Source: an optimization exercise on an open RTL-to-GDS flow (aim: small area and a short achievable clock period). Production flows keep margins and buffers that such runs may drop.
Where RTL was checked, it was by simulation tests only, not by an equivalence proof against the original.
For run 1, only the layout was checked, not whether the RTL still works.
Power is estimated from default activity; no workload was simulated.

## flow/design.v (module list and top-level ports; edited modules follow where they fit)
// module mul_signed_64: 4077 lines
// module add_128: 1422 lines
module mul_signed_64(
    input clk,
    input rst_n,
    input stb,
    input [63:0] din1,
    input [63:0] din2,
    output valid_out,
    output [127:0] dout
);
  // ...
==> flow/flow/run.sh <==
#!/bin/bash
set -euo pipefail
# port buffers: a plain buffer instead of the delay cell buffer_ports picks by default
export BUFFER_PORTS_ARGS="-buffer_cell sky130_fd_sc_hd__buf_2"
here=$(pwd)
orfs=$(grep -o 'WORK_HOME=[^ ]*' standard.sh | head -1 | cut -d= -f2 | tr -d "'")
res=$orfs/results/$FLOW_PLATFORM/mul_signed_64/base
bash standard.sh "$res/1_2_yosys.v" > "$here/synth.log" 2>&1
python3 flow/fa_polarity.py "$res/1_2_yosys.v" "$res/1_2_yosys.pol.v" > "$here/fa_polarity.log" 2>&1
mv "$res/1_2_yosys.pol.v" "$res/1_2_yosys.v"
bash standard.sh > "$here/layout.log" 2>&1
==> flow/flow/fa_polarity.py <==
#!/usr/bin/env python3
"""Remove inverters around full adders in a Yosys netlist.

A full adder is self-dual: FA(~a,~b,~c) = (~sum, ~carry). Yosys's extract_fa
leaves many inverters between full adders where ABC picked the other polarity.
This picks, for every full adder, whether to build it in true or complemented
form so that as few nets as possible need an inverter, then rewrites the netlist.
Registers and ports are untouched.

usage: fa_polarity.py IN.v OUT.v
"""
import re, sys
from collections import defaultdict

src = open(sys.argv[1]).read()
m = re.search(r'\bmodule\b.*?;\n', src, re.S)
mod_end = src.rindex('endmodule')
body = src[m.end():mod_end]

NET = r'(?:\\\S+ |[A-Za-z_][\w$]*(?:\[\d+\])?|\d+\'[bhd][0-9a-fA-FxXzZ]+)'
cell_re = re.compile(r'^\s*(sky130_fd_sc_hd__\w+)\s+(\S+(?: )?)\s*\((.*?)\);\n', re.S | re.M)
pin_re = re.compile(r'\.(\w+)\(\s*(' + NET + r')\s*\)')

# split body into cell statements and everything else
items = []   # ('text', str) or ('cell', type, name, [(pin, net)])
pos = 0
for cm in cell_re.finditer(body):
    if cm.start() > pos:
        items.append(('text', body[pos:cm.start()]))
    pins = pin_re.findall(cm.group(3))
    items.append(('cell', cm.group(1), cm.group(2), pins))
    pos = cm.end()
items.append(('text', body[pos:]))

ports = set()
for pm in re.finditer(r'^\s*(?:input|output)\s+(?:\[(\d+):(\d+)\]\s+)?(\S+);', body, re.M):
    name = pm.group(3)
    if pm.group(1):
        hi, lo = int(pm.group(1)), int(pm.group(2))
        for i in range(min(hi, lo), max(hi, lo) + 1):
            ports.add(f'{name}[{i}]')
    ports.add(name)
# assigns would hide loads: refuse to run on them
if re.search(r'^\s*assign\b', body, re.M):
    print('netlist has assign statements; leaving it unchanged', file=sys.stderr)
    open(sys.argv[2], 'w').write(src)
    sys.exit(0)

OUTPINS = {'X', 'Y', 'Q', 'Q_N', 'SUM', 'COUT', 'HI', 'LO'}
def is_inv(t): return re.match(r'sky130_fd_sc_hd__(inv|clkinv)_\d+$', t) is not None
def is_fa(t): return re.match(r'sky130_fd_sc_hd__(fa|xor2|xnor2)_\d+$', t) is not None
def is_x(t): return re.match(r'sky130_fd_sc_hd__(xor2|xnor2)_\d+$', t) is not None
XSWAP = {'xor2': 'xnor2', 'xnor2': 'xor2'}
def key(n): return n.strip()

inv_of = {}      # inverter output net -> input net
removable = []   # indexes of inverter items
for idx, it in enumerate(items):
    if it[0] == 'cell' and is_inv(it[1]):
        d = dict(it[3])
        y, a = key(d['Y']), key(d['A'])
        if y in ports:
            continue
        inv_of[y] = a
        removable.append(idx)

def lit(n):
    n = key(n); p = 0
    while n in inv_of:
        n = inv_of[n]; p ^= 1
    return n, p

fas = [idx for idx, it in enumerate(items) if it[0] == 'cell' and is_fa(it[1])]
fa_out = {}  # net -> fa index
for idx in fas:
    d = dict(items[idx][3])
    if is_x(items[idx][1]):
        fa_out[key(d.get('Y', d.get('X')))] = idx
    else:
        fa_out[key(d['SUM'])] = idx
        fa_out[key(d['COUT'])] = idx

# loads: list of (base, parity, owner_fa or None)
loads = defaultdict(list)  # base -> list of [parity, owner]
ltype = {}
removable_set = set(removable)
for idx, it in enumerate(items):
    if it[0] != 'cell' or idx in removable_set:
        continue
    for pin, net in it[3]:
        if pin in OUTPINS:
            continue
        b, p = lit(net)
        loads[b].append((p, idx if is_fa(it[1]) and not is_x(it[1]) else None))
        ltype[(b, len(loads[b])-1)] = it[1]
# port outputs driven by removable inverters? ports are loads too
for pnet in ports:
    pass  # outputs driven by inverters were excluded above; outputs driven directly need no change

flip = defaultdict(int)
def need_inv(b):
    # does base net b need an inverter given the flips?
    fb = flip[fa_out[b]] if b in fa_out else 0
    for p, owner in loads[b]:
        fo = flip[owner] if owner is not None else 0
        if p ^ fb ^ fo:
            return 1
    return 0

def nets_of(idx):
    d = dict(items[idx][3])
    s = set()
    if is_x(items[idx][1]):
        s.add(key(d.get('Y', d.get('X'))))
        return s
    for pin in ('A', 'B', 'CIN'):
        s.add(lit(d[pin])[0])
    s.add(key(d['SUM'])); s.add(key(d['COUT']))
    return s

fa_nets = {idx: nets_of(idx) for idx in fas}
before = sum(need_inv(b) for b in list(loads))
improved = True
rounds = 0
while improved and rounds < 50:
    improved = False; rounds += 1
    for idx in fas:
        ns = fa_nets[idx]
        c0 = sum(need_inv(b) for b in ns)
        flip[idx] ^= 1
        c1 = sum(need_inv(b) for b in ns)
        if c1 < c0:
            improved = True
        else:
            flip[idx] ^= 1
# simulated annealing on top of the greedy result
import random, math
rng = random.Random(1)
cur = sum(need_inv(b) for b in list(loads))
best = cur; best_flip = dict(flip)
T = 1.0
nmoves = 400000
for k in range(nmoves):
    T = 1.5 * (1 - k / nmoves) + 0.02
    idx = fas[rng.randrange(len(fas))]
    ns = fa_nets[idx]
    c0 = sum(need_inv(b) for b in ns)
    flip[idx] ^= 1
    c1 = sum(need_inv(b) for b in ns)
    d = c1 - c0
    if d <= 0 or rng.random() < math.exp(-d / T):
        cur += d
        if cur < best:
            best = cur; best_flip = dict(flip)
    else:
        flip[idx] ^= 1
flip.clear(); flip.update(best_flip)
after = sum(need_inv(b) for b in list(loads))
print(f'inverters: {len(removable)} removable, nets needing one {before} -> {after}, '
      f'{sum(flip.values())} of {len(fas)} full adders flipped', file=sys.stderr)

# rewrite
invnet = {}
new_cells = []
def get_net(b, want):
    # net carrying value (base b) ^ want, where base already accounts for flips
    if not want:
        return b
    if b not in invnet:
        n = f'fapol_n{len(invnet)}'
        invnet[b] = n
        new_cells.append(n)
    return invnet[b]

out = []
for idx, it in enumerate(items):
    if it[0] == 'text':
        out.append(it[1]); continue
    if idx in removable_set:
        continue
    t, name, pins = it[1], it[2], it[3]
    fo = flip[idx] if is_fa(t) and not is_x(t) else 0
    if is_x(t) and flip[idx]:
        mm = re.match(r'sky130_fd_sc_hd__(xor2|xnor2)_(\d+)$', t)
        t = f'sky130_fd_sc_hd__{XSWAP[mm.group(1)]}_{mm.group(2)}'
        pins = [({'X': 'Y', 'Y': 'X'}[p] if p in ('X', 'Y') else p, n) for p, n in pins]
    conns = []
    for pin, net in pins:
        if pin in OUTPINS:
            conns.append((pin, net.strip() if not net.startswith('\\') else net))
            continue
        b, p = lit(net)
        fb = flip[fa_out[b]] if b in fa_out else 0
        n = get_net(b, p ^ fb ^ fo)
        conns.append((pin, n))
    def fmt(n):
        return n if not n.startswith('\\') else (n if n.endswith(' ') else n + ' ')
    out.append(f'  {t} {name.strip()}{" " if name.strip().startswith(chr(92)) else ""} (\n' +
               ',\n'.join(f'    .{p}({fmt(n)})' for p, n in conns) + '\n  );\n')
decls = ''.join(f'  wire {n};\n' for n in invnet.values())
cells = ''.join(f'  sky130_fd_sc_hd__inv_1 fapol_i{i} (\n    .A({b if not b.startswith(chr(92)) else b + " "}),\n    .Y({n})\n  );\n'
                for i, (b, n) in enumerate(invnet.items()))
res = src[:m.end()] + decls + ''.join(out) + cells + src[mod_end:]
open(sys.argv[2], 'w').write(res)
print(f'wrote {len(invnet)} inverters', file=sys.stderr)
if len(sys.argv) > 3:
    from collections import Counter
    drv = {}
    for idx, it in enumerate(items):
        if it[0] == 'cell':
            for pin, net in it[3]:
                if pin in OUTPINS: drv[key(net)] = it[1].replace('sky130_fd_sc_hd__', '')
    c = Counter(); cl = Counter()
    for b in invnet:
        c[drv.get(b, 'port')] += 1
        fb = flip[fa_out[b]] if b in fa_out else 0
        for j, (p, owner) in enumerate(loads[b]):
            fo = flip[owner] if owner is not None else 0
            if p ^ fb ^ fo:
                cl[drv.get(b, 'port') + '->' + ltype[(b, j)].replace('sky130_fd_sc_hd__', '')] += 1
    print(c.most_common(10), cl, file=sys.stderr)
==> flow/standard.sh <==
#!/bin/bash
# synth_recipe.tcl (not shown) runs the flow's synth.tcl, then flattens the netlist and writes it again
# the make line also repeats each setting of config.mk as NAME=value (left out here)
make -C /OpenROAD-flow-scripts/flow DESIGN_CONFIG=/design/flow/config.mk WORK_HOME=/design/flow/orfs CLKGATE_MAP_FILE= SYNTH_SCRIPT=/design/flow/synth_recipe.tcl "${@:-finish}"
==> flow/config.mk <==
export PLATFORM = sky130hd
export DESIGN_NAME = mul_signed_64
export DESIGN_NICKNAME = mul_signed_64
export VERILOG_FILES = /design/flow/design.v
export SDC_FILE = /design/flow/constraint.sdc
export NUM_CORES = 4
export LEC_CHECK = 0
export ABC_AREA = 1
export CAP_MARGIN = 20
export CORE_MARGIN = 2
export CORE_UTILIZATION = 40
export CTS_BUF_LIST = sky130_fd_sc_hd__clkbuf_4 sky130_fd_sc_hd__clkbuf_8
export SETUP_SLACK_MARGIN = 2.6
export SLEW_MARGIN = 20
==> flow/constraint.sdc <==
create_clock -name core_clock -period 5.5 [get_ports {clk}]
set_input_delay 1.1000 -clock core_clock [delete_from_list [all_inputs] [get_ports {clk}]]
set_output_delay 1.1000 -clock core_clock [all_outputs]
set_load 0.01 [all_outputs]
==> impl_metrics.py, run 1 <==
metrics = {
    "status": {
        "status": "complete, no violations",
    },
    "power_and_ir_drop": {
        "p_leak_nw": 57.7,
        "total_power_mw": 107,
        "p_int_mw": 55.1,
    },
    "timing": {
        "slew_headroom_pct": 21.0,
        "fin_tns_setup_ns": 0,
    },
    "detailed_routing": {
        "vias_per_cell": 6.22,
        "highest_layer": "met5",
        "wirelength_mm": 577,
    },
    "worst_setup_path": {
        "r2r-start": "e_two[9]",
        "crit_cells": 8,
        "worst_r2r_path_depth": 8,
        "critical_path.top_delay_family": "buffers and inverters",
        "critPathLaunchType": "register",
    },
    "layout": {
        "multi_input_gates": 8350,
        "area_growth_pct": 11.1,
        "largest_cell_class": "multi-input combinational cells",
        "drive_gt1_share_pct": 12.5,
        "post-route-cell-area_sq_um": 140000,
        "regArea_sq_um": 37300,
    },
    "cts": {
        "clkTransAtPathRegs_ns": 0.06,
        "cts_root_buffer": "clkbuf_8",
        "cts_tree": "built",
    },
    "place": {
        "hpwl_mm": 381,
        "globalplace.congestion": 1.03,
    },
    "die": {
        "core-area_sq_um": 312000,
        "taps": 4140,
        "die_area_sq_um": 318000,
    },
}
==> inputs of run 2 (changes only) <==
--- a/flow/design.v
+++ b/flow/design.v
@@ -4056,38 +4056,237 @@
 wire s3995 = r6[256] ^ r6[257] ^ c3812;
 wire c3996 = (r6[256] & r6[257]) | (r6[256] & c3812) | (r6[257] & c3812);
 wire s3997 = r6[261] ^ r6[262] ^ c3814;
 wire c3998 = (r6[261] & r6[262]) | (r6[261] & c3814) | (r6[262] & c3814);
 wire s3999 = r6[266] ^ r6[267] ^ c3816;
 wire c4000 = (r6[266] & r6[267]) | (r6[266] & c3816) | (r6[267] & c3816);
 wire s4001 = r6[271] ^ r6[272] ^ c3818;
 wire c4002 = (r6[271] & r6[272]) | (r6[271] & c3818) | (r6[272] & c3818);
+wire bp0 = r6[0] ^ r6[1];
+wire bg0 = r6[0] & r6[1];
+wire bp10 = s3829 ^ c3828;
+wire bg10 = s3829 & c3828;
+wire bp11 = s3831 ^ c3830;
+wire bg11 = s3831 & c3830;
+wire bp12 = s3833 ^ c3832;
+wire bg12 = s3833 & c3832;
+wire bp13 = s3835 ^ c3834;
+wire bg13 = s3835 & c3834;
+wire bp14 = s3837 ^ c3836;
+wire bg14 = s3837 & c3836;
+wire bp15 = s3839 ^ c3838;
+wire bg15 = s3839 & c3838;
+wire bp16 = s3841 ^ c3840;
+wire bg16 = s3841 & c3840;
+wire bp17 = s3843 ^ c3842;
+wire bg17 = s3843 & c3842;
+wire bp18 = s3845 ^ c3844;
+wire bg18 = s3845 & c3844;
+wire bp19 = s3847 ^ c3846;
+wire bg19 = s3847 & c3846;
+wire bp20 = s3849 ^ c3848;
+wire bg20 = s3849 & c3848;
+wire bp21 = s3851 ^ c3850;
+wire bg21 = s3851 & c3850;
+wire bp22 = s3853 ^ c3852;
+wire bg22 = s3853 & c3852;
+wire bp23 = s3855 ^ c3854;
+wire bg23 = s3855 & c3854;
+wire bp24 = s3857 ^ c3856;
+wire bg24 = s3857 & c3856;
+wire bp25 = s3859 ^ c3858;
+wire bg25 = s3859 & c3858;
+wire bp26 = s3861 ^ c3860;
+wire bg26 = s3861 & c3860;
+wire bp27 = s3863 ^ c3862;
+wire bg27 = s3863 & c3862;
+wire bp28 = s3865 ^ c3864;
+wire bg28 = s3865 & c3864;
+wire bp29 = s3867 ^ c3866;
+wire bg29 = s3867 & c3866;
+wire bp30 = s3869 ^ c3868;
+wire bg30 = s3869 & c3868;
+wire bp31 = s3871 ^ c3870;
+wire bg31 = s3871 & c3870;
+wire bp32 = s3873 ^ c3872;
+wire bg32 = s3873 & c3872;
+wire bp33 = s3875 ^ c3874;
+wire bg33 = s3875 & c3874;
+wire bp34 = s3877 ^ c3876;
+wire bg34 = s3877 & c3876;
+wire bp35 = s3879 ^ c3878;
+wire bg35 = s3879 & c3878;
+wire bp36 = s3881 ^ c3880;
+wire bg36 = s3881 & c3880;
+wire bp37 = s3883 ^ c3882;
+wire bg37 = s3883 & c3882;
+wire bp38 = s3885 ^ c3884;
+wire bg38 = s3885 & c3884;
+wire bp39 = s3887 ^ c3886;
+wire bg39 = s3887 & c3886;
+wire bp40 = s3889 ^ c3888;
+wire bg40 = s3889 & c3888;
+wire bp41 = s3891 ^ c3890;
+wire bg41 = s3891 & c3890;
+wire bp42 = s3893 ^ c3892;
+wire bg42 = s3893 & c3892;
+wire bp43 = s3895 ^ c3894;
+wire bg43 = s3895 & c3894;
+wire bp44 = s3897 ^ c3896;
+wire bg44 = s3897 & c3896;
+wire bp45 = s3899 ^ c3898;
+wire bg45 = s3899 & c3898;
+wire bp46 = s3901 ^ c3900;
+wire bg46 = s3901 & c3900;
+wire bp47 = s3903 ^ c3902;
+wire bg47 = s3903 & c3902;
+wire bp48 = s3905 ^ c3904;
+wire bg48 = s3905 & c3904;
+wire bp49 = s3907 ^ c3906;
+wire bg49 = s3907 & c3906;
+wire bp50 = s3909 ^ c3908;
+wire bg50 = s3909 & c3908;
+wire bp51 = s3911 ^ c3910;
+wire bg51 = s3911 & c3910;
+wire bp52 = s3913 ^ c3912;
+wire bg52 = s3913 & c3912;
+wire bp53 = s3915 ^ c3914;
+wire bg53 = s3915 & c3914;
+wire bp54 = s3917 ^ c3916;
+wire bg54 = s3917 & c3916;
+wire bp55 = s3919 ^ c3918;
+wire bg55 = s3919 & c3918;
+wire bp56 = s3921 ^ c3920;
+wire bg56 = s3921 & c3920;
+wire bp57 = s3923 ^ c3922;
+wire bg57 = s3923 & c3922;
+wire bp58 = s3925 ^ c3924;
+wire bg58 = s3925 & c3924;
+wire bp59 = s3927 ^ c3926;
+wire bg59 = s3927 & c3926;
+wire bp60 = s3929 ^ c3928;
+wire bg60 = s3929 & c3928;
+wire bp61 = s3931 ^ c3930;
+wire bg61 = s3931 & c3930;
+wire bp62 = s3933 ^ c3932;
+wire bg62 = s3933 & c3932;
+wire bp63 = s3935 ^ c3934;
+wire bg63 = s3935 & c3934;
+wire bp64 = s3937 ^ c3936;
+wire bg64 = s3937 & c3936;
+wire bp65 = s3939 ^ c3938;
+wire bg65 = s3939 & c3938;
+wire bp66 = s3941 ^ c3940;
+wire bg66 = s3941 & c3940;
+wire bp67 = s3943 ^ c3942;
+wire bg67 = s3943 & c3942;
+wire bp68 = s3945 ^ c3944;
+wire bg68 = s3945 & c3944;
+wire bp69 = s3947 ^ c3946;
+wire bg69 = s3947 & c3946;
+wire bp70 = s3949 ^ c3948;
+wire bg70 = s3949 & c3948;
+wire bp71 = s3951 ^ c3950;
+wire bg71 = s3951 & c3950;
+wire bp72 = s3953 ^ c3952;
+wire bg72 = s3953 & c3952;
+wire bp73 = s3955 ^ c3954;
+wire bg73 = s3955 & c3954;
+wire bp74 = s3957 ^ c3956;
+wire bg74 = s3957 & c3956;
+wire bp75 = s3959 ^ c3958;
+wire bg75 = s3959 & c3958;
+wire bp76 = s3961 ^ c3960;
+wire bg76 = s3961 & c3960;
+wire bp77 = s3963 ^ c3962;
+wire bg77 = s3963 & c3962;
+wire bp78 = s3965 ^ c3964;
+wire bg78 = s3965 & c3964;
+wire bp79 = s3967 ^ c3966;
+wire bg79 = s3967 & c3966;
+wire bp80 = s3969 ^ c3968;
+wire bg80 = s3969 & c3968;
+wire bp81 = s3971 ^ c3970;
+wire bg81 = s3971 & c3970;
+wire bp82 = s3973 ^ c3972;
+wire bg82 = s3973 & c3972;
+wire bp83 = s3975 ^ c3974;
+wire bg83 = s3975 & c3974;
+wire bp84 = s3977 ^ c3976;
+wire bg84 = s3977 & c3976;
+wire bp85 = s3979 ^ c3978;
+wire bg85 = s3979 & c3978;
+wire bp86 = s3981 ^ c3980;
+wire bg86 = s3981 & c3980;
+wire bp87 = s3983 ^ c3982;
+wire bg87 = s3983 & c3982;
+wire bp88 = s3985 ^ c3984;
+wire bg88 = s3985 & c3984;
+wire bp89 = s3987 ^ c3986;
+wire bg89 = s3987 & c3986;
+wire bp90 = s3805 ^ c3988;
+wire bg90 = s3805 & c3988;
+wire bp92 = s3807 ^ c3990;
+wire bg92 = s3807 & c3990;
+wire bp94 = s3809 ^ c3992;
+wire bg94 = s3809 & c3992;
+wire bp96 = s3811 ^ c3994;
+wire bg96 = s3811 & c3994;
+wire bp98 = s3813 ^ c3996;
+wire bg98 = s3813 & c3996;
+wire bp100 = s3815 ^ c3998;
+wire bg100 = s3815 & c3998;
+wire bp102 = s3817 ^ c4000;
+wire bg102 = s3817 & c4000;
+wire bp104 = r6[273] ^ c4002;
+wire bg104 = r6[273] & c4002;
+wire bp106 = r6[277] ^ c3820;
+wire bg106 = r6[277] & c3820;
+wire bp108 = r6[281] ^ c3822;
+wire bg108 = r6[281] & c3822;
+wire bp110 = r6[285] ^ c3824;
+wire bg110 = r6[285] & c3824;
+wire bp112 = r6[289] ^ c3826;
+wire bg112 = r6[289] & c3826;
+wire bp114 = r6[291] ^ r6[292];
+wire bg114 = r6[291] & r6[292];
+wire bp116 = r6[294] ^ r6[295];
+wire bg116 = r6[294] & r6[295];
+wire bp118 = r6[297] ^ r6[298];
+wire bg118 = r6[297] & r6[298];
+wire bp120 = r6[300] ^ r6[301];
+wire bg120 = r6[300] & r6[301];
+wire bp122 = r6[303] ^ r6[304];
+wire bg122 = r6[303] & r6[304];
+wire bp124 = r6[306] ^ r6[307];
+wire bg124 = r6[306] & r6[307];
+wire bp126 = r6[309] ^ r6[310];
+wire bg126 = r6[309] & r6[310];
 reg [1023:0] r2;
 always @(posedge clk) r2 <= {sx32, c2270, pp31[63], s2269, c1372, s1373, c2268, c1370, s1371, c2266, s2267, c2264, s2265, c2262, c1364, s2263, c2260, c1362, c1360, s2261, c2258, c1358, s2259, c2256, c1354, s2257, c2254, c1350, c1348, s2255, c2252, c2250, c1346, c1344, s2253, c2248, c2246, s2251, s2249, c2244, c2242, c1338, s2247, s2245, c2240, c2238, s2243, s2241, c2236, c2234, s2239, s2237, c2232, c2230, c1320, s2235, s2233, c2228, c2226, c1314, s2231, s2229, c2224, c2222, c2220, c1308, c1306, s2227, s2225, c2218, c2216, s2223, s2221, s2219, c2214, c2212, c1294, c1292, s2217, s2215, c2210, c2208, c2206, c1286, c1284, s2213, s2211, c2204, c2202, c2200, s2209, s2207, s2205, c2198, c2196, c2194, s2203, s2201, s2199, c2192, c2190, c2188, c1262, s2197, s2195, s2193, c2186, c2184, c2182, c1254, c1252, s2191, s2189, s2187, c2180, c2178, c2176, c1244, s2185, s2183, s2181, c2174, c2172, c2170, c1234, s2179, s2177, s2175, c2168, c2166, c2164, c1224, c1222, s2173, s2171, s2169, c2162, c2160, c2158, c2156, c1214, c1212, s2167, s2165, s2163, c2154, c2152, c2150, c2148, s2161, s2159, s2157, s2155, c2146, c2144, c2142, c2140, c1194, s2153, s2151, s2149, s2147, c2138, c2136, c2134, c2132, s2145, s2143, s2141, s2139, c2130, c2128, c2126, c2124, s2137, s2135, s2133, s2131, c2122, c2120, c2118, c2116, c1158, s2129, s2127, s2125, s2123, c2114, c2112, c2110, c2108, c1146, s2121, s2119, s2117, s2115, c2106, c2104, c2102, c2100, c2098, c1134, c1132, s2113, s2111, s2109, s2107, c2096, c2094, c2092, c2090, s2105, s2103, s2101, s2099, s2097, c2088, c2086, c2084, c2082, c1108, c1106, s2095, s2093, s2091, s2089, c2080, c2078, c2076, c2074, c2072, c1094, c1092, s2087, s2085, s2083, s2081, c2070, c2068, c2066, c2064, c2062, s2079, s2077, s2075, s2073, s2071, c2060, c2058, c2056, c2054, c2052, s2069, s2067, s2065, s2063, s2061, c2050, c2048, c2046, c2044, c2042, c1052, s2059, s2057, s2055, s2053, s2051, c2040, c2038, c2036, c2034, c2032, c1038, c1036, s2049, s2047, s2045, s2043, s2041, c2030, c2028, c2026, c2024, c2022, c1022, s2039, s2037, s2035, s2033, s2031, c2020, c2018, c2016, c2014, c2012, c1006, s2029, s2027, s2025, s2023, s2021, c2010, c2008, c2006, c2004, c2002, c990, c988, s2019, s2017, s2015, s2013, s2011, c2000, c1998, c1996, c1994, c1992, c1990, c974, c972, s2009, s2007, s2005, s2003, s2001, c1988, c1986, c1984, c1982, c1980, c1978, s1999, s1997, s1995, s1993, s1991, s1989, c1976, c1974, c1972, c1970, c1968, c1966, c942, s1987, s1985, s1983, s1981, s1979, s1977, c1964, c1962, c1960, c1958, c1956, c1954, s1975, s1973, s1971, s1969, s1967, s1965, c1952, c1950, c1948, c1946, c1944, c1942, s1963, s1961, s1959, s1957, s1955, s1953, c1940, c1938, c1936, c1934, c1932, c1930, c888, s1951, s1949, s1947, s1945, s1943, s1941, c1928, c1926, c1924, c1922, c1920, c1918, c870, s1939, s1937, s1935, s1933, s1931, s1929, c1916, c1914, c1912, c1910, c1908, c1906, c1904, c852, c850, s1927, s1925, s1923, s1921, s1919, s1917, c1902, c1900, c1898, c1896, c1894, c1892, s1915, s1913, s1911, s1909, s1907, s1905, s1903, c1890, c1888, c1886, c1884, c1882, c1880, c814, c812, s1901, s1899, s1897, s1895, s1893, s1891, c1878, c1876, c1874, c1872, c1870, c1868, c1866, c794, c792, s1889, s1887, s1885, s1883, s1881, s1879, c1864, c1862, c1860, c1858, c1856, c1854, c1852, s1877, s1875, s1873, s1871, s1869, s1867, s1865, c1850, c1848, c1846, c1844, c1842, c1840, c1838, c754, s1863, s1861, s1859, s1857, s1855, s1853, s1851, c1836, c1834, c1832, c1830, c1828, c1826, c1824, c734, s1849, s1847, s1845, s1843, s1841, s1839, s1837, c1822, c1820, c1818, c1816, c1814, c1812, c1810, c714, s1835, s1833, s1831, s1829, s1827, s1825, s1823, c1808, c1806, c1804, c1802, c1800, c1798, c1796, c694, c692, s1821, s1819, s1817, s1815, s1813, s1811, s1809, c1794, c1792, c1790, c1788, c1786, c1784, c1782, s1807, s1805, s1803, s1801, s1799, s1797, s1795, c1780, c1778, c1776, c1774, c1772, c1770, c1768, s1793, s1791, s1789, s1787, s1785, s1783, s1781, c1766, c1764, c1762, c1760, c1758, c1756, c632, s1779, s1777, s1775, s1773, s1771, s1769, s1767, c1754, c1752, c1750, c1748, c1746, c1744, c612, c610, s1765, s1763, s1761, s1759, s1757, s1755, c1742, c1740, c1738, c1736, c1734, c1732, c1730, c592, c590, s1753, s1751, s1749, s1747, s1745, s1743, c1728, c1726, c1724, c1722, c1720, c1718, s1741, s1739, s1737, s1735, s1733, s1731, s1729, c1716, c1714, c1712, c1710, c1708, c1706, c554, s1727, s1725, s1723, s1721, s1719, s1717, c1704, c1702, c1700, c1698, c1696, c1694, c536, s1715, s1713, s1711, s1709, s1707, s1705, c1692, c1690, c1688, c1686, c1684, c1682, c518, c516, s1703, s1701, s1699, s1697, s1695, s1693, c1680, c1678, c1676, c1674, c1672, c1670, s1691, s1689, s1687, s1685, s1683, s1681, c1668, c1666, c1664, c1662, c1660, c1658, s1679, s1677, s1675, s1673, s1671, s1669, c1656, c1654, c1652, c1650, c1648, c466, s1667, s1665, s1663, s1661, s1659, s1657, c1646, c1644, c1642, c1640, c1638, c448, c446, s1655, s1653, s1651, s1649, s1647, c1636, c1634, c1632, c1630, c1628, c1626, c432, c430, s1645, s1643, s1641, s1639, s1637, c1624, c1622, c1620, c1618, c1616, s1635, s1633, s1631, s1629, s1627, s1625, c1614, c1612, c1610, c1608, c1606, c400, s1623, s1621, s1619, s1617, s1615, c1604, c1602, c1600, c1598, c1596, c384, s1613, s1611, s1609, s1607, s1605, c1594, c1592, c1590, c1588, c1586, c370, c368, s1603, s1601, s1599, s1597, s1595, c1584, c1582, c1580, c1578, c1576, s1593, s1591, s1589, s1587, s1585, c1574, c1572, c1570, c1568, c1566, s1583, s1581, s1579, s1577, s1575, c1564, c1562, c1560, c1558, c326, s1573, s1571, s1569, s1567, s1565, c1556, c1554, c1552, c1550, c312, c310, s1563, s1561, s1559, s1557, c1548, c1546, c1544, c1542, c1540, c298, c296, s1555, s1553, s1551, s1549, c1538, c1536, c1534, c1532, s1547, s1545, s1543, s1541, s1539, c1530, c1528, c1526, c1524, c272, s1537, s1535, s1533, s1531, c1522, c1520, c1518, c1516, c260, s1529, s1527, s1525, s1523, c1514, c1512, c1510, c1508, c248, c246, s1521, s1519, s1517, s1515, c1506, c1504, c1502, c1500, s1513, s1511, s1509, s1507, c1498, c1496, c1494, c1492, s1505, s1503, s1501, s1499, c1490, c1488, c1486, c214, s1497, s1495, s1493, s1491, c1484, c1482, c1480, c202, c200, s1489, s1487, s1485, c1478, c1476, c1474, c1472, c192, c190, s1483, s1481, s1479, c1470, c1468, c1466, s1477, s1475, s1473, s1471, c1464, c1462, c1460, c172, s1469, s1467, s1465, c1458, c1456, c1454, c162, s1463, s1461, s1459, c1452, c1450, c1448, c154, c152, s1457, s1455, s1453, c1446, c1444, c1442, s1451, s1449, s1447, c1440, c1438, c1436, s1445, s1443, s1441, c1434, c1432, c128, s1439, s1437, s1435, c1430, c1428, c120, c118, s1433, s1431, c1426, c1424, c1422, c112, c110, s1429, s1427, c1420, c1418, s1425, s1423, s1421, c1416, c1414, c98, s1419, s1417, c1412, c1410, c92, s1415, s1413, c1408, c1406, c86, c84, s1411, s1409, c1404, c1402, s1407, s1405, c1400, c1398, s1403, s1401, c1396, c70, s1399, s1397, c1394, c64, c62, s1395, c1392, c1390, c60, c58, s1393, c1388, s1391, s1389, c1386, c52, s1387, c1384, c48, s1385, c1382, c46, c44, s1383, c1380, s1381, c1378, s1379, c38, s1377, c36, s37, c1376, e_neg[2], s35, s1375, s33, pp0[1], e_neg[0], pp0[0]};
 reg [310:0] r6;
 always @(posedge clk) r6 <= {c2868, r2[1023], s2867, c3264, r2[1020], s3263, c3530, s2865, s3529, c3528, s3261, s3527, c3712, s3259, s3711, c3710, s3525, s3709, c3708, s3523, s3707, s3521, c3706, c3248, s3249, s3705, c3704, c3518, s3519, s3703, c3702, c3514, s3515, s3701, c3700, c3510, s3511, s3699, c3506, s3507, c3698, c3504, s3505, c3502, s3697, c3696, c3500, s3501, c3694, s3695, c3692, c3496, s3693, c3690, s3691, c3688, c3492, s3689, c3686, s3687, c3684, c3488, s3685, c3682, s3683, c3680, c3484, s3681, c3678, s3679, c3676, c3480, s3677, c3674, s3675, c3672, s3673, c3670, c3472, c3470, s3671, c3668, s3669, c3666, c3466, c3464, s3667, c3664, s3665, c3662, c3460, s3663, c3660, c3458, c3456, s3661, c3658, c3454, s3659, c3656, c3452, c3450, s3657, c3654, c3448, s3655, c3652, c3446, c3444, s3653, c3650, c3442, s3651, c3648, c3440, c3438, s3649, c3646, c3436, s3647, c3644, c3432, c3430, s3645, c3642, c3428, s3643, c3640, c3424, c3422, s3641, c3638, c3420, s3639, c3636, c3634, c3416, s3637, c3632, s3635, s3633, c3630, c3628, c3408, s3631, c3626, c3624, s3629, s3627, c3622, c3620, s3625, s3623, c3618, c3616, s3621, s3619, c3614, c3612, s3617, s3615, c3610, c3608, s3613, s3611, c3606, c3604, s3609, s3607, c3602, c3600, s3605, s3603, c3598, c3596, s3601, s3599, c3594, s3597, s3595, c3592, c3368, s3593, c3590, c3364, s3591, c3588, c3360, s3589, c3586, c3356, s3587, c3584, c3352, s3585, c3582, c3348, s3583, c3580, c3344, s3581, c3578, c3340, s3579, c3576, c3336, s3577, c3574, c3332, s3575, c3572, c3328, s3573, c3570, c3324, s3571, c3568, c3322, s3569, c3566, c3320, s3567, c3564, c3318, s3565, c3562, c3316, s3563, c3560, c3314, s3561, c3558, c3312, c3310, s3559, c3556, s3557, c3554, s3555, c3552, s3553, c3550, s3551, c3548, s3549, c3546, s3547, c3544, s3545, c3542, s3543, c3540, s3541, c3538, s3539, c3536, s3537, c3534, s3535, c3284, s3533, c3282, s3283, c3280, s3281, c3278, s3279, c3276, s3277, c3274, s3275, c3272, s3273, c3270, s3271, c3268, s3269, c2882, s3267, c2880, s2881, c2878, s2879, c2876, s2877, c2874, s2875, c2872, s2873, c2280, s2871, c2278, s2279, c2276, s2277, c2274, s2275, r2[19], s2273, c3532, r2[15], r2[14], s3531, s3265, s2869, s2271, r2[4], r2[3], r2[2], r2[1], r2[0]};
 reg [226:0] rcs;
-always @(posedge clk) rcs <= {r6[310], r6[309], r6[308], r6[307], r6[306], r6[305], r6[304], r6[303], r6[302], r6[301], r6[300], r6[299], r6[298], r6[297], r6[296], r6[295], r6[294], r6[293], r6[292], r6[291], r6[290], c3826, r6[289], s3825, c3824, r6[285], s3823, c3822, r6[281], s3821, c3820, r6[277], s3819, c4002, r6[273], s4001, c4000, s3817, s3999, c3998, s3815, s3997, c3996, s3813, s3995, c3994, s3811, s3993, c3992, s3809, s3991, c3990, s3807, s3989, c3988, s3805, c3986, s3987, c3984, s3985, c3982, s3983, c3980, s3981, c3978, s3979, c3976, s3977, c3974, s3975, c3972, s3973, c3970, s3971, c3968, s3969, c3966, s3967, c3964, s3965, c3962, s3963, c3960, s3961, c3958, s3959, c3956, s3957, c3954, s3955, c3952, s3953, c3950, s3951, c3948, s3949, c3946, s3947, c3944, s3945, c3942, s3943, c3940, s3941, c3938, s3939, c3936, s3937, c3934, s3935, c3932, s3933, c3930, s3931, c3928, s3929, c3926, s3927, c3924, s3925, c3922, s3923, c3920, s3921, c3918, s3919, c3916, s3917, c3914, s3915, c3912, s3913, c3910, s3911, c3908, s3909, c3906, s3907, c3904, s3905, c3902, s3903, c3900, s3901, c3898, s3899, c3896, s3897, c3894, s3895, c3892, s3893, c3890, s3891, c3888, s3889, c3886, s3887, c3884, s3885, c3882, s3883, c3880, s3881, c3878, s3879, c3876, s3877, c3874, s3875, c3872, s3873, c3870, s3871, c3868, s3869, c3866, s3867, c3864, s3865, c3862, s3863, c3860, s3861, c3858, s3859, c3856, s3857, c3854, s3855, c3852, s3853, c3850, s3851, c3848, s3849, c3846, s3847, c3844, s3845, c3842, s3843, c3840, s3841, c3838, s3839, c3836, s3837, c3834, s3835, c3832, s3833, c3830, s3831, c3828, s3829, s3827, s3713, r6[8], r6[7], r6[6], r6[5], r6[4], r6[3], r6[2], r6[1], r6[0]};
+always @(posedge clk) rcs <= {bg126, bp126, r6[308], bg124, bp124, r6[305], bg122, bp122, r6[302], bg120, bp120, r6[299], bg118, bp118, r6[296], bg116, bp116, r6[293], bg114, bp114, r6[290], bg112, bp112, s3825, bg110, bp110, s3823, bg108, bp108, s3821, bg106, bp106, s3819, bg104, bp104, s4001, bg102, bp102, s3999, bg100, bp100, s3997, bg98, bp98, s3995, bg96, bp96, s3993, bg94, bp94, s3991, bg92, bp92, s3989, bg90, bp90, bg89, bp89, bg88, bp88, bg87, bp87, bg86, bp86, bg85, bp85, bg84, bp84, bg83, bp83, bg82, bp82, bg81, bp81, bg80, bp80, bg79, bp79, bg78, bp78, bg77, bp77, bg76, bp76, bg75, bp75, bg74, bp74, bg73, bp73, bg72, bp72, bg71, bp71, bg70, bp70, bg69, bp69, bg68, bp68, bg67, bp67, bg66, bp66, bg65, bp65, bg64, bp64, bg63, bp63, bg62, bp62, bg61, bp61, bg60, bp60, bg59, bp59, bg58, bp58, bg57, bp57, bg56, bp56, bg55, bp55, bg54, bp54, bg53, bp53, bg52, bp52, bg51, bp51, bg50, bp50, bg49, bp49, bg48, bp48, bg47, bp47, bg46, bp46, bg45, bp45, bg44, bp44, bg43, bp43, bg42, bp42, bg41, bp41, bg40, bp40, bg39, bp39, bg38, bp38, bg37, bp37, bg36, bp36, bg35, bp35, bg34, bp34, bg33, bp33, bg32, bp32, bg31, bp31, bg30, bp30, bg29, bp29, bg28, bp28, bg27, bp27, bg26, bp26, bg25, bp25, bg24, bp24, bg23, bp23, bg22, bp22, bg21, bp21, bg20, bp20, bg19, bp19, bg18, bp18, bg17, bp17, bg16, bp16, bg15, bp15, bg14, bp14, bg13, bp13, bg12, bp12, bg11, bp11, bg10, bp10, s3827, s3713, r6[8], r6[7], r6[6], r6[5], r6[4], r6[3], r6[2], bg0, bp0};
 wire [127:0] fx = {1'b1, rcs[225], rcs[224], rcs[222], rcs[221], rcs[219], rcs[218], rcs[216], rcs[215], rcs[213], rcs[212], rcs[210], rcs[209], rcs[207], rcs[206], rcs[204], rcs[203], rcs[201], rcs[200], rcs[198], rcs[197], rcs[195], rcs[194], rcs[192], rcs[191], rcs[189], rcs[188], rcs[186], rcs[185], rcs[183], rcs[182], rcs[180], rcs[179], rcs[177], rcs[176], rcs[174], rcs[173], rcs[171], rcs[169], rcs[167], rcs[165], rcs[163], rcs[161], rcs[159], rcs[157], rcs[155], rcs[153], rcs[151], rcs[149], rcs[147], rcs[145], rcs[143], rcs[141], rcs[139], rcs[137], rcs[135], rcs[133], rcs[131], rcs[129], rcs[127], rcs[125], rcs[123], rcs[121], rcs[119], rcs[117], rcs[115], rcs[113], rcs[111], rcs[109], rcs[107], rcs[105], rcs[103], rcs[101], rcs[99], rcs[97], rcs[95], rcs[93], rcs[91], rcs[89], rcs[87], rcs[85], rcs[83], rcs[81], rcs[79], rcs[77], rcs[75], rcs[73], rcs[71], rcs[69], rcs[67], rcs[65], rcs[63], rcs[61], rcs[59], rcs[57], rcs[55], rcs[53], rcs[51], rcs[49], rcs[47], rcs[45], rcs[43], rcs[41], rcs[39], rcs[37], rcs[35], rcs[33], rcs[31], rcs[29], rcs[27], rcs[25], rcs[23], rcs[21], rcs[19], rcs[17], rcs[15], rcs[13], rcs[11], rcs[10], rcs[9], rcs[8], rcs[7], rcs[6], rcs[5], rcs[4], rcs[3], rcs[2], rcs[0]};
 wire [127:0] fy = {1'b0, rcs[226], 1'b0, rcs[223], 1'b0, rcs[220], 1'b0, rcs[217], 1'b0, rcs[214], 1'b0, rcs[211], 1'b0, rcs[208], 1'b0, rcs[205], 1'b0, rcs[202], 1'b0, rcs[199], 1'b0, rcs[196], 1'b0, rcs[193], 1'b0, rcs[190], 1'b0, rcs[187], 1'b0, rcs[184], 1'b0, rcs[181], 1'b0, rcs[178], 1'b0, rcs[175], 1'b0, rcs[172], rcs[170], rcs[168], rcs[166], rcs[164], rcs[162], rcs[160], rcs[158], rcs[156], rcs[154], rcs[152], rcs[150], rcs[148], rcs[146], rcs[144], rcs[142], rcs[140], rcs[138], rcs[136], rcs[134], rcs[132], rcs[130], rcs[128], rcs[126], rcs[124], rcs[122], rcs[120], rcs[118], rcs[116], rcs[114], rcs[112], rcs[110], rcs[108], rcs[106], rcs[104], rcs[102], rcs[100], rcs[98], rcs[96], rcs[94], rcs[92], rcs[90], rcs[88], rcs[86], rcs[84], rcs[82], rcs[80], rcs[78], rcs[76], rcs[74], rcs[72], rcs[70], rcs[68], rcs[66], rcs[64], rcs[62], rcs[60], rcs[58], rcs[56], rcs[54], rcs[52], rcs[50], rcs[48], rcs[46], rcs[44], rcs[42], rcs[40], rcs[38], rcs[36], rcs[34], rcs[32], rcs[30], rcs[28], rcs[26], rcs[24], rcs[22], rcs[20], rcs[18], rcs[16], rcs[14], rcs[12], 1'b0, 1'b0, 1'b0, 1'b0, 1'b0, 1'b0, 1'b0, 1'b0, 1'b0, rcs[1]};
 wire [127:0] fsum;
-add_128 u_add(.clk(clk), .a(fx), .b(fy), .sum(fsum));
+add_128 u_add(.p(fx), .g(fy), .sum(fsum));
 reg [127:0] dout_r;
 always @(posedge clk) dout_r <= fsum;
 assign dout = dout_r;
 endmodule
 module add_128(
-    input clk,
-    input [127:0] a,
-    input [127:0] b,
+    input [127:0] p,   
+    input [127:0] g,   
     output [127:0] sum
 );
-wire [127:0] p0 = a ^ b;
-wire [127:0] g0 = a & b;
+wire [127:0] p0 = p;
+wire [127:0] g0 = g;
 wire pg4003_g = g0[1] | (p0[1] & g0[0]);
 wire pg4004_g = g0[2] | (p0[2] & g0[1]);
 wire pg4004_p = p0[2] & p0[1];
 wire pg4005_g = g0[3] | (p0[3] & g0[2]);
 wire pg4005_p = p0[3] & p0[2];
 wire pg4006_g = g0[4] | (p0[4] & g0[3]);
 wire pg4006_p = p0[4] & p0[3];
 wire pg4007_g = g0[5] | (p0[5] & g0[4]);
==> flow/config.mk (replaced) <==
export PLATFORM = sky130hd
export DESIGN_NAME = mul_signed_64
export DESIGN_NICKNAME = mul_signed_64
export VERILOG_FILES = /design/flow/design.v
export SDC_FILE = /design/flow/constraint.sdc
export NUM_CORES = 4
export LEC_CHECK = 0
export ABC_AREA = 1
export CAP_MARGIN = 20
export CORE_MARGIN = 2
export CORE_UTILIZATION = 40
export SETUP_SLACK_MARGIN = 2.75
export SLEW_MARGIN = 20
==> run 2 against run 1 <==
Net effect: core utilization is 0.26 points higher; non-clock buffer count is 18 higher; first-iteration DRC count fell by 3.5%; die area decreased by 0.26%; clock power rose by 5%; clock skew fell by 0.0061 ns; critical endpoint is now r2[648].
==> impl_metrics.py, run 2 <==
metrics = {
    "worst_setup_path": {
        "arrival_ns": 3.67,
        "worst_r2r_path_depth": 6,
        "crit_required_ns": 6.28,
        "critPathKind": "register to register",
        "rr_endpoint": "r2[648]",
        "r2r-start": "e_two[7]",
        "critPathLaunchType": "register",
        "rrSetupSlack_ns": 2.61,
        "worst-path-max-fanout": 13,
        "end_kind": "register",
    },
    "die": {
        "die_height_um": 564,
        "dieWidth_um": 564,
        "io_pins": 260,
        "start_util_pct": 40.2,
        "die_area_sq_um": 318000,
        "core-area_sq_um": 312000,
        "rows": 205,
    },
    "detailed_routing": {
        "wirelength_mm": 578,
        "drt_pass1_iterations": 11,
        "drc": 0,
        "vias": 102000,
        "drt-wirelength-per-cell_um": 35.4,
        "routed-wl-met2_mm": 232,
        "ant_nets": 0,
        "wl_met3_mm": 96.0,
        "highest_layer": "met5",
        "drt_iter0_drc": 15100,
        "wirelength_met1_mm": 201,
        "vias_per_cell": 6.23,
    },
    "cts": {
        "clk_latency_ns": 0.96,
        "htree_levels": 4,
        "clock_sinks": 1855,
        "cts-buffers-inserted": 217,
        "cts_root_buffer": "clkbuf_16",
        "cts_tree": "built",
        "cts_buffer_depth": 4,
        "clkTransAtPathRegs_ns": 0.07,
    },
    "place": {
        "globalplace.congestion": 1.02,
        "dp_cells": 15900,
        "hpwl_mm": 389,
        "numPortBuffers": 259,
    },
    "global_routing": {
        "antenna_found_initial": 72,
        "grt_pass1_wl_mm": 794,
        "track_usage_pct": 35.7,
        "grt_pass1_vias": 102000,
        "grt-ovfl-total": 0,
        "grt_max_degree": 65,
    },
    "power_and_ir_drop": {
        "power_density_nw_per_um2": 761,
        "vdd_ir_drop_max_mv": 1.09,
        "p_leak_nw": 57.5,
        "total_power_mw": 107,
    },
    "logic_synthesis": {
        "synth_area_sq_um": 125000,
        "syn_nets": 14400,
        "avgSynthCellArea_sq_um": 10.3,
        "yosysWarningCount": 1,
        "syn_inst": 12200,
    },
    "timing": {
        "slew_headroom_pct": 18.8,
        "skew_ns": 0.0987,
        "fin_tns_setup_ns": 0,
        "setup_viol": 0,
        "report.final.slew_viol_count": 0,
        "max_freq_mhz": 346,
        "worst_pin_slew_ns": 1.21,
        "finalHoldViolations": 0,
        "period_minus_slack_ns": 2.89,
        "holdWs_ns": 0.264,
        "min_period_over_period_pct": 52.6,
        "rsz0062_at_grt": "true",
    },
    "layout": {
        "largest_register_ffs": 1024,
        "stdcell_count": 16300,
        "top_register": "r2",
        "multiInputGateArea_sq_um": 80700,
        "regArea_sq_um": 37300,
        "mostFrequentLayoutCell": "o22ai_1",
        "nFillCells": 29400,
        "reg_top3": "r2: 1024 flops, r6: 311 flops, rcs: 227 flops",
        "drive_gt1_share_pct": 10.8,
        "final_cell_mix": "o22ai_1 (2016), fa_1 (1857), dfxtp_1 (1795), nand2_1 (1333), xor2_1 (1227)",
        "area_growth_pct": 11.9,
        "final_nets": 14200,
    },
    "worst_hold_path": {
        "min_from": "din2[8]",
        "hold_path_end": "mb[8]",
        "hold_class": "primary input to register",
        "hold_depth": 1,
    },
    "status": {
        "status": "complete, no violations",
    },
    "job": {
        "drv_cap": 0,
    },
}
-- run 2: repair_timing --
item | CTS | global route
hold buffers | 1 | 0
hold endpoints to repair | 5 | 0
endpoints found under the setup margin | 890 | 322
gates cloned | 0 | 2
buffers inserted | 12 | 13
pin swaps | 0 | 2
gates resized for setup | 274 | 192
-- run 2: layout make-up --
cell class,count,share of cell area (%)
Sequential cell,1855,26.6
Antenna cell,42,0.0750
Inverter,977,3.01
Multi-Input combinational cell,8333,57.6
Clock inverter,105,1.08
Timing Repair Buffer,581,3.63
Clock buffer,287,4.32
Tap cell,4140,3.70
-- run 2: metal layers --
metal | track usage (%) | vias up
met1 | 42.0 | 49900
li1 | - | 39400
met3 | 18.4 | 2931
met2 | 50.8 | 9513
met5 | 1.85 | -
met4 | 22.7 | 88
-- run 2: critical path, stage by stage, from the launching register on --
cell	delay, ns
dfxtp_2	0.44
inv_4	0.26
buf_4	0.44
o22ai_1	0.19
xor2_1	0.20
fa_2	0.76
fa_1	0.47
-- run 2: power by group --
part | internal, mW | total, mW | switching [mW] | leakage [nW]
logic | 25.4 | 64.8 | 39.3 | 38.1
clock network | 9.37 | 15.7 | 6.34 | 3.71
registers | 21.2 | 26.1 | 4.83 | 15.7
total | 56.0 | 107 | 50.5 | 57.5
-- run 2: metrics by stage --
| step | utilization [%] | area [sq um] | worst slack, ns |
|---|---|---|---|
| floorplan | - | 125000 | 3.03 |
| global placement | 41.9 | 131000 | 1.86 |
| detailed placement | 41.9 | 131000 | 1.90 |
| CTS | 44.7 | 139000 | 2.71 |
| global route | 44.9 | 140000 | 2.69 |
| finish | 45.0 | 140000 | 2.61 |
-- run 2: how the worst max path moves through the flow --
stage                    from      end  slack [ns]  cells past startpoint
finish               e_two[7]  r2[648]        2.61                      6
global route         e_two[7]  r2[648]        2.69                      6
CTS                 e_neg[31]  r2[847]        2.71                      6
detailed placement  e_one[20]  r2[287]        1.90                      6
global placement    e_one[20]  r2[287]        1.86                      6
floorplan               mb[1]  r2[125]        3.03                      8

[static timing again, ports no longer ideal]
No port has a modelled driver above. Below, the same layouts with a new extraction and two added sets of constraints. Step 1 assumes that a clkbuf_16 drives the clock port and a buf_2 every other input. Step 2 times the ports against the registers' clock, not the clock port: input delays grow and output delays shrink by t, the midpoint of the rising clock arrivals with the driver on. Slacks: ideal ports / drivers / drivers and shift; pairs: ideal ports / drivers.
run	t (ns)	setup WS [ns]	hold slack, ns	pins driven straight from the clock port
run 1	1.196	2.454 / 2.454 / 2.454	0.066 / -0.021 / 0.305	1
run 2	1.002	2.608 / 2.608 / 2.608	0.264 / 0.209 / 0.323	1
After both steps setup and hold are still met in every run listed.
